Background: an optimization exercise with open tools, aiming at small area and a short achievable clock period. Do not read the settings as production practice.
At most, simulation tests tie the RTL to the original design; equivalence was not proved.
The flow treats the clock pin as an ideal source. Dropping or thinning the clock tree relies on that and would not hold on a real chip.
Power is estimated from default activity; no workload was simulated.

== build 53 ==
## syc_FIFO
module syc_FIFO #(
    parameter DATA_WIDTH = 32,
    parameter DEPTH      = 16
)(
    input                       wr_en,
    input                       rd_en,
    input      [DATA_WIDTH-1:0] wr_data,
    input                       clk,
    input                       rstb,
    output reg [DATA_WIDTH-1:0] rd_data,
    output reg                  full,
    output wire                 empty
);
For scale: ~1100 cells after synthesis, roughly 70 I/O pins, roughly 21000 um2 of cells after synthesis.
==> module syc_FIFO, before the edit <==
module syc_FIFO #(
    parameter DATA_WIDTH = 32,
    parameter DEPTH      = 16
)(
    input                       wr_en,
    input                       rd_en,
    input      [DATA_WIDTH-1:0] wr_data,
    input                       clk,
    input                       rstb,
    output reg [DATA_WIDTH-1:0] rd_data,
    output reg                  full,
    output wire                 empty
);
    reg [DATA_WIDTH-1:0] memory [DEPTH-1:0];
    reg [DEPTH-1:0]      wr_sel, rd_sel;
    reg                  not_empty;
    assign empty = ~not_empty;
    wire wr = wr_en & ~full;
    wire rd = rd_en & not_empty;
    wire [DEPTH-1:0] wr_sel_next = {wr_sel[DEPTH-2:0], wr_sel[DEPTH-1]};
    wire [DEPTH-1:0] rd_sel_next = {rd_sel[DEPTH-2:0], rd_sel[DEPTH-1]};
    wire one_word = |(wr_sel & rd_sel_next);
    wire one_free = |(rd_sel & wr_sel_next);
    integer i;
    always @(posedge clk)
        for (i = 0; i < DEPTH; i = i + 1)
            if (wr & wr_sel[i]) memory[i] <= wr_data;
    reg [DATA_WIDTH-1:0] rd_word;
    always @* begin
        rd_word = {DATA_WIDTH{1'b0}};
        for (i = 0; i < DEPTH; i = i + 1)
            rd_word = rd_word | (memory[i] & {DATA_WIDTH{rd_sel[i]}});
    end
    always @(posedge clk or negedge rstb) begin
        if (!rstb) begin
            wr_sel    <= 1;
            rd_sel    <= 1;
            rd_data   <= 0;
            full      <= 1'b0;
            not_empty <= 1'b0;
        end else begin
            if (wr) wr_sel <= wr_sel_next;
            if (rd) begin
                rd_sel  <= rd_sel_next;
                rd_data <= rd_word;
            end
            if (wr & ~rd) begin
                not_empty <= 1'b1;
                full      <= one_free;
            end else if (rd & ~wr) begin
                full      <= 1'b0;
                not_empty <= ~one_word;
            end
        end
    end
endmodule
export LEC_CHECK = 0
export CAP_MARGIN = 20
export CORE_MARGIN = 2
export CORE_UTILIZATION = 40
export CTS_CLUSTER_DIAMETER = 100
export CTS_CLUSTER_SIZE = 30
export SETUP_SLACK_MARGIN = 1.2
export SLEW_MARGIN = 20
create_clock -name core_clock -period 3.0 [get_ports {clk}]
standard.sh (not shown) runs the stock make flow with config.mk's settings and CLKGATE_MAP_FILE= SYNTH_SCRIPT=/design/flow/synth_recipe.tcl, a recipe that flattens the netlist after the stock synthesis.
==> flow/flow/run.sh <==
#!/bin/bash
# Standard ORFS layout (the standard.sh, synthesis unchanged) with port
# buffers of a plain buffer cell instead of the cell buffer_ports picks.
set -uo pipefail
bash standard.sh \
  BUFFER_PORTS_ARGS="-buffer_cell sky130_fd_sc_hd__buf_4" \
  finish > flow_make.log 2>&1
st=$?
exit $st
Inputs modified between build 53 and trial 6:
==> flow/design.v <==
module syc_FIFO #(
    parameter DATA_WIDTH = 32,
    parameter DEPTH      = 16
)(
    input                       wr_en,
    input                       rd_en,
    input      [DATA_WIDTH-1:0] wr_data,
    input                       clk,
    input                       rstb,
    output reg [DATA_WIDTH-1:0] rd_data,
    output reg                  full,
    output wire                 empty
);
    localparam ADDR_WIDTH = $clog2(DEPTH);
    reg [DATA_WIDTH-1:0] memory [DEPTH-1:0];
    reg [DEPTH-1:0]      wr_sel, rd_sel;
    reg [ADDR_WIDTH-1:0] fill;
    reg                  not_empty;
    assign empty = ~not_empty;
    wire wr = wr_en & ~full;
    wire rd = rd_en & not_empty;
    wire one_word = (fill == 1);
    wire one_free = (fill == DEPTH - 1);
    integer i;
    always @(posedge clk)
        for (i = 0; i < DEPTH; i = i + 1)
            if (wr & wr_sel[i]) memory[i] <= wr_data;
    reg [DATA_WIDTH-1:0] rd_next;
    always @* begin
        rd_next = rd_data & {DATA_WIDTH{~rd}};
        for (i = 0; i < DEPTH; i = i + 1)
            rd_next = rd_next | (memory[i] & {DATA_WIDTH{rd & rd_sel[i]}});
    end
    always @(posedge clk or negedge rstb) begin
        if (!rstb) begin
            wr_sel    <= 1;
            rd_sel    <= 1;
            fill      <= 0;
            rd_data   <= 0;
            full      <= 1'b0;
            not_empty <= 1'b0;
        end else begin
            rd_data <= rd_next;
            if (wr) wr_sel <= {wr_sel[DEPTH-2:0], wr_sel[DEPTH-1]};
            if (rd) rd_sel <= {rd_sel[DEPTH-2:0], rd_sel[DEPTH-1]};
            if (wr & ~rd) begin
                fill      <= fill + 1'b1;
                not_empty <= 1'b1;
                full      <= one_free;
            end else if (rd & ~wr) begin
                fill      <= fill - 1'b1;
                full      <= 1'b0;
                not_empty <= ~one_word;
            end
        end
    end
endmodule
From build 53 to trial 6 the numbers moved as follows: via count of the routed design has decreased; final instance area has decreased; wire length on met1 has decreased; share of the final layout cell area in sequential cells has increased; number of cells on the critical path has decreased. Met2 global-route usage: trial 6 vs build 53 down 0.25 points. Trial 6 vs build 53 — instance area at placement climbed slightly. For the clock tree buffer count of the final layout, trial 6 came in 1 higher than build 53 did. The minimum clock period after layout reported for trial 6 is smaller than that of build 53 by 0.015 ns. Trial 6 ended with less clock power than build 53. As of trial 6, sum of met3 wire segment lengths after detailed routing had fallen by more than a quarter compared to build 53. In the tables for build 53 and trial 6, met1 track demand over resource in global routing reads lower with trial 6.
No functional check of the RTL was part of any run of this note.

---

Setup of rev 12:
Another version of the RTL of syc_FIFO (not shown whole).
For scale: roughly 580 flip-flops, about 70 I/O pins, about 0.021 mm^2 of cells after synthesis.
==> module syc_FIFO, before the edit <==
module syc_FIFO #(
    parameter DATA_WIDTH = 32,
    parameter DEPTH      = 16
)(
    input                       wr_en,
    input                       rd_en,
    input      [DATA_WIDTH-1:0] wr_data,
    input                       clk,
    input                       rstb,
    output reg [DATA_WIDTH-1:0] rd_data,
    output reg                  full,
    output wire                 empty
);
    localparam ADDR_WIDTH = $clog2(DEPTH);
    reg [DATA_WIDTH-1:0] memory [DEPTH-1:0];
    reg [DEPTH-1:0]      wr_sel, rd_sel;
    reg [ADDR_WIDTH-1:0] fill;
    reg                  not_empty;
    assign empty = ~not_empty;
    wire wr = wr_en & ~full;
    wire rd = rd_en & not_empty;
    wire one_word = (fill == 1);
    wire one_free = (fill == DEPTH - 1);
    wire up   = wr & ~rd;                         
    wire down = rd & ~wr;                         
    wire wr_load = full & rd_en;
    wire wr_step = wr_en & ~full & (rd_en | ~one_free);
    wire wr_hold = full ? ~rd_en : ~wr_en;
    wire rd_load = ~not_empty;
    wire rd_step = not_empty & rd_en;
    wire rd_hold = not_empty & ~rd_en;
    wire [DEPTH-1:0] wr_sel_next = ({DEPTH{wr_load}} & rd_sel)
                                 | ({DEPTH{wr_step}} & {wr_sel[DEPTH-2:0], wr_sel[DEPTH-1]})
                                 | ({DEPTH{wr_hold}} & wr_sel);
    wire [DEPTH-1:0] rd_sel_next = ({DEPTH{rd_load}} & wr_sel)
                                 | ({DEPTH{rd_step}} & {rd_sel[DEPTH-2:0], rd_sel[DEPTH-1]})
                                 | ({DEPTH{rd_hold}} & rd_sel);
    integer i;
    always @(posedge clk)
        for (i = 0; i < DEPTH; i = i + 1)
            if (wr_en & wr_sel[i]) memory[i] <= wr_data;
    reg [DATA_WIDTH-1:0] rd_word;
    always @* begin
        rd_word = {DATA_WIDTH{1'b0}};
        for (i = 0; i < DEPTH; i = i + 1)
            rd_word = rd_word | (memory[i] & {DATA_WIDTH{rd_sel[i]}});
    end
    always @(posedge clk)
        rd_sel <= rd_sel_next;
    always @(posedge clk or negedge rstb) begin
        if (!rstb) begin
            wr_sel    <= 1;
            fill      <= 0;
            rd_data   <= 0;
            full      <= 1'b0;
            not_empty <= 1'b0;
        end else begin
            if (rd) rd_data <= rd_word;
            wr_sel <= wr_sel_next;
            full      <= full ? ~rd_en : (wr_en & ~rd_en & one_free);
            not_empty <= not_empty ? ~(rd_en & ~wr_en & one_word) : wr_en;
            if (up)
                fill <= fill + 1'b1;
            else if (down)
                fill <= fill - 1'b1;
        end
    end
endmodule
==> flow/config.mk <==
export PLATFORM = sky130hd
export DESIGN_NAME = syc_FIFO
export DESIGN_NICKNAME = syc_FIFO
export VERILOG_FILES = /design/flow/design.v
export SDC_FILE = /design/flow/constraint.sdc
export NUM_CORES = 4
export LEC_CHECK = 0
export CAP_MARGIN = 20
export CORE_MARGIN = 2
export CORE_UTILIZATION = 40
export SETUP_SLACK_MARGIN = 1.4
export SLEW_MARGIN = 20
==> flow/constraint.sdc <==
create_clock -name core_clock -period 3.0 [get_ports {clk}]
set_input_delay 0.6000 -clock core_clock [delete_from_list [all_inputs] [get_ports {clk}]]
set_output_delay 0.6000 -clock core_clock [all_outputs]
set_load 0.01 [all_outputs]
==> flow/flow/run.sh <==
#!/bin/bash
# Standard ORFS layout (the standard.sh, synthesis unchanged) with:
#  - port buffers of a plain buffer cell instead of the one buffer_ports picks;
#  - a hand-built two-level clock tree (flow/pre_cts.tcl, flow/mancts.tcl)
#    in place of TritonCTS's three-level one;
#  - gate sizing not held to cells of the same footprint.
set -uo pipefail
here=$(pwd)
bash standard.sh \
  BUFFER_PORTS_ARGS="-buffer_cell sky130_fd_sc_hd__buf_2" \
  PRE_CTS_TCL="$here/flow/pre_cts.tcl" \
  MATCH_CELL_FOOTPRINT=0 \
  finish > flow_make.log 2>&1
Other scripts of this flow, unchanged in this note and not shown: flow/flow/mancts.tcl, flow/flow/pre_cts.tcl
Rev 12 completed end to end with timing, DRC and antenna clean.
Edits applied to the flow inputs when going from rev 12 to rev 13:
diff --git a/flow/design.v b/flow/design.v
--- a/flow/design.v
+++ b/flow/design.v
@@ -12,14 +12,15 @@
     output wire                 empty
 );
-    localparam ADDR_WIDTH = $clog2(DEPTH);
+    localparam J = DEPTH / 2;
     reg [DATA_WIDTH-1:0] memory [DEPTH-1:0];
     reg [DEPTH-1:0]      wr_sel, rd_sel;
-    reg [ADDR_WIDTH-1:0] fill;
+    reg [DEPTH-1:0]      rd_mux_lo, rd_mux_hi;
+    reg [J-1:0]          fill;
     reg                  not_empty;
     assign empty = ~not_empty;
     wire wr = wr_en & ~full;
     wire rd = rd_en & not_empty;
-    wire one_word = (fill == 1);
-    wire one_free = (fill == DEPTH - 1);
+    wire one_word = fill[0] & ~fill[1];           
+    wire one_free = fill[J-1] & ~fill[J-2];       
     wire up   = wr & ~rd;                         
     wire down = rd & ~wr;                         
@@ -27,7 +28,7 @@
     wire wr_step = wr_en & ~full & (rd_en | ~one_free);
     wire wr_hold = full ? ~rd_en : ~wr_en;
-    wire rd_load = ~not_empty;
-    wire rd_step = not_empty & rd_en;
-    wire rd_hold = not_empty & ~rd_en;
+    wire rd_load = ~not_empty & wr_en;
+    wire rd_step = rd_en & not_empty & (wr_en | ~one_word);
+    wire rd_hold = not_empty ? ~rd_en : ~wr_en;
     wire [DEPTH-1:0] wr_sel_next = ({DEPTH{wr_load}} & rd_sel)
                                  | ({DEPTH{wr_step}} & {wr_sel[DEPTH-2:0], wr_sel[DEPTH-1]})
@@ -40,15 +41,19 @@
         for (i = 0; i < DEPTH; i = i + 1)
             if (wr_en & wr_sel[i]) memory[i] <= wr_data;
+    localparam LO = DATA_WIDTH / 2;
     reg [DATA_WIDTH-1:0] rd_word;
     always @* begin
         rd_word = {DATA_WIDTH{1'b0}};
         for (i = 0; i < DEPTH; i = i + 1)
-            rd_word = rd_word | (memory[i] & {DATA_WIDTH{rd_sel[i]}});
+            rd_word = rd_word | (memory[i] & {{(DATA_WIDTH-LO){rd_mux_hi[i]}}, {LO{rd_mux_lo[i]}}});
     end
-    always @(posedge clk)
-        rd_sel <= rd_sel_next;
+    always @(posedge clk) begin
+        rd_mux_lo <= rd_sel_next;
+        rd_mux_hi <= rd_sel_next;
+    end
     always @(posedge clk or negedge rstb) begin
         if (!rstb) begin
             wr_sel    <= 1;
+            rd_sel    <= 0;
             fill      <= 0;
             rd_data   <= 0;
@@ -58,10 +63,11 @@
             if (rd) rd_data <= rd_word;
             wr_sel <= wr_sel_next;
+            rd_sel <= rd_sel_next;
             full      <= full ? ~rd_en : (wr_en & ~rd_en & one_free);
             not_empty <= not_empty ? ~(rd_en & ~wr_en & one_word) : wr_en;
             if (up)
-                fill <= fill + 1'b1;
+                fill <= {fill[J-2:0], ~fill[J-1]};
             else if (down)
-                fill <= fill - 1'b1;
+                fill <= {~fill[0], fill[J-1:1]};
         end
     end
Results
Rev 13 | stages: all done | timing, DRC, antenna: all pass
Rev 13 against rev 12: fraction of the mapped netlist area in compound gates did not really move; combinational group power saw a decrease; design area climbed 2.2%; register share of the cell area moved up.
Rev 13 vs rev 12: overall routed net length down by a few percent
Sort rev 12 and rev 13 by final worst setup slack, ascending, and rev 12 comes first.
Rev 13 vs. rev 12: number of cells in the finished layout apart from fillers was more or less identical, clock skew went down by 9.6 ps, power went down by 33%.
[rev 13] layout overhead on the synthesized area rose 0.53 points relative to rev 12
A critical path launch point of full is what rev 12 shows, while wr_en belongs to rev 13.
Looking only at sequential share of power, and setting everything else aside, the lower value of rev 12 and rev 13 goes to rev 12.
Core utilization: rev 13 higher than rev 12
In every run of this note, the design's own scripts or RTL, not TritonCTS, make the clock network.

---

syc_FIFO, a different RTL version from the one above (not shown whole).
For scale: roughly 570 flip-flops, ~70 I/O pins.
==> module syc_FIFO, before the edit <==
module syc_FIFO #(
    parameter DATA_WIDTH = 32,
    parameter DEPTH      = 16
)(
    input                       wr_en,
    input                       rd_en,
    input      [DATA_WIDTH-1:0] wr_data,
    input                       clk,
    input                       rstb,
    output reg [DATA_WIDTH-1:0] rd_data,
    output reg                  full,
    output reg                  empty
);
    localparam ADDR_WIDTH = $clog2(DEPTH);
    reg [DATA_WIDTH-1:0] memory [DEPTH-1:0];
    reg [ADDR_WIDTH-1:0] wr_ptr, rd_ptr;
    reg [DEPTH-1:0]      rd_sel;             
    wire wr = wr_en & ~full;
    wire rd = rd_en & ~empty;
    wire one_word = (wr_ptr == rd_ptr + 1'b1);
    wire one_free = (rd_ptr == wr_ptr + 1'b1);
    always @(posedge clk)
        if (wr) memory[wr_ptr] <= wr_data;
    reg [DATA_WIDTH-1:0] rd_word;
    integer i;
    always @* begin
        rd_word = {DATA_WIDTH{1'b0}};
        for (i = 0; i < DEPTH; i = i + 1)
            rd_word = rd_word | (memory[i] & {DATA_WIDTH{rd_sel[i]}});
    end
    always @(posedge clk or negedge rstb) begin
        if (!rstb) begin
            wr_ptr  <= 0;
            rd_ptr  <= 0;
            rd_sel  <= 1;
            rd_data <= 0;
            full    <= 1'b0;
            empty   <= 1'b1;
        end else begin
            if (wr) wr_ptr <= wr_ptr + 1'b1;
            if (rd) begin
                rd_ptr  <= rd_ptr + 1'b1;
                rd_sel  <= {rd_sel[DEPTH-2:0], rd_sel[DEPTH-1]};
                rd_data <= rd_word;
            end
            if (wr & ~rd) begin
                empty <= 1'b0;
                full  <= one_free;
            end else if (rd & ~wr) begin
                full  <= 1'b0;
                empty <= one_word;
            end
        end
    end
endmodule
clock: 3.0 ns
lec_check: 0
cap_margin: 20
core_margin: 2
core_utilization: 40
slew_margin: 20
run.sh (not shown) runs the stock make flow with config.mk's settings and CLKGATE_MAP_FILE= SYNTH_SCRIPT=/design/flow/synth_recipe.tcl, a recipe that flattens the netlist after the stock synthesis.
Stock flow here: none of the scripts above is used.
Rerun with:
==> flow/design.v (replaced) <==
module syc_FIFO #(
    parameter DATA_WIDTH = 32,
    parameter DEPTH      = 16
)(
    input                       wr_en,
    input                       rd_en,
    input      [DATA_WIDTH-1:0] wr_data,
    input                       clk,
    input                       rstb,
    output reg [DATA_WIDTH-1:0] rd_data,
    output wire                 full,
    output wire                 empty
);
    localparam ADDR_WIDTH = $clog2(DEPTH);
    localparam PTR_WIDTH  = ADDR_WIDTH + 1;
    reg  [DATA_WIDTH-1:0] memory[DEPTH-1:0];
    reg  [PTR_WIDTH-1:0]  wr_ptr, rd_ptr;
    wire [DATA_WIDTH-1:0] rd_data_from_mem;  
    assign full  = (wr_ptr[ADDR_WIDTH-1:0] == rd_ptr[ADDR_WIDTH-1:0]) &&
                   (wr_ptr[PTR_WIDTH-1]  != rd_ptr[PTR_WIDTH-1]);
    assign empty = (wr_ptr == rd_ptr);
    always @(posedge clk , negedge rstb) begin
        if (!rstb) begin
            wr_ptr <= 0;
        end else begin
            if (wr_en && !full) begin
                memory[wr_ptr[ADDR_WIDTH-1:0]] <= wr_data;  
                wr_ptr <= wr_ptr + 1;
            end
        end
    end
    assign rd_data_from_mem = memory[rd_ptr[ADDR_WIDTH-1:0]];
    always @(posedge clk or negedge rstb) begin
        if (!rstb) begin
            rd_ptr  <= 0;
            rd_data <= 0;
        end else begin
            if (rd_en && !empty) begin
                rd_ptr  <= rd_ptr + 1;
                rd_data <= rd_data_from_mem;
            end
        end
    end
endmodule
Outcome: The changed run produced a clean layout; final cell count climbs by 11%; synthesized area goes up by 3.4%; cell area rose by 4.3%; worst hold slack degrades by 0.36 ns; via count rises by 14%; die area rises by 3.3%; sequential power is lower by about 1%; setup slack gets worse by 0.58 ns; combinational power grows to 5.9 times its value; global-route usage climbs by 1.6 points; clock power is lower by 7.8%.

-- what the ideal ports hide --
The flow's constraints put no driver on any port. The routed layouts listed below were extracted and timed again, unchanged, in two steps. Step 1: set_driving_cell puts a clkbuf_16 on clk and a buf_2 on each other input, an assumption about the parent block. Step 2 also shifts input and output timing later by t, the mid clock arrival at the registers, as if the neighbouring blocks saw the same clock. a / b / c = ideal ports / drivers / drivers and shift; a / b = the first two.
| run | t, ns | slack for setup (ns) | worst hold slack (ns) | pins driven straight from the clock port |
|---|---|---|---|---|
| build 53 | 0.647 | 1.178 / 1.143 / 0.951 | 0.019 / -0.009 / 0.491 | 1 |
| trial 6 | 0.625 | 1.193 / 1.140 / 0.988 | 0.034 / 0.007 / 0.476 | 1 |
| rev 12 | 0.458 | 1.388 / 1.284 / 1.031 | 0.234 / 0.162 / 0.529 | 4 |
| rev 13 | 0.461 | 1.406 / 1.324 / 1.040 | 0.306 / 0.221 / 0.483 | 4 |
| the first run of note 3 | 0.657 | 0.692 / 0.637 / 0.450 | 0.483 / 0.483 / 0.483 | 1 |
| the second run of note 3 | 0.630 | 0.116 / 0.063 / 0.204 | 0.124 / 0.121 / 0.480 | 1 |
After both steps setup and hold are still met in every run listed. The setup slack of rev 13, which loses most, moves by -0.082 ns with the drivers and by -0.366 ns with both steps.
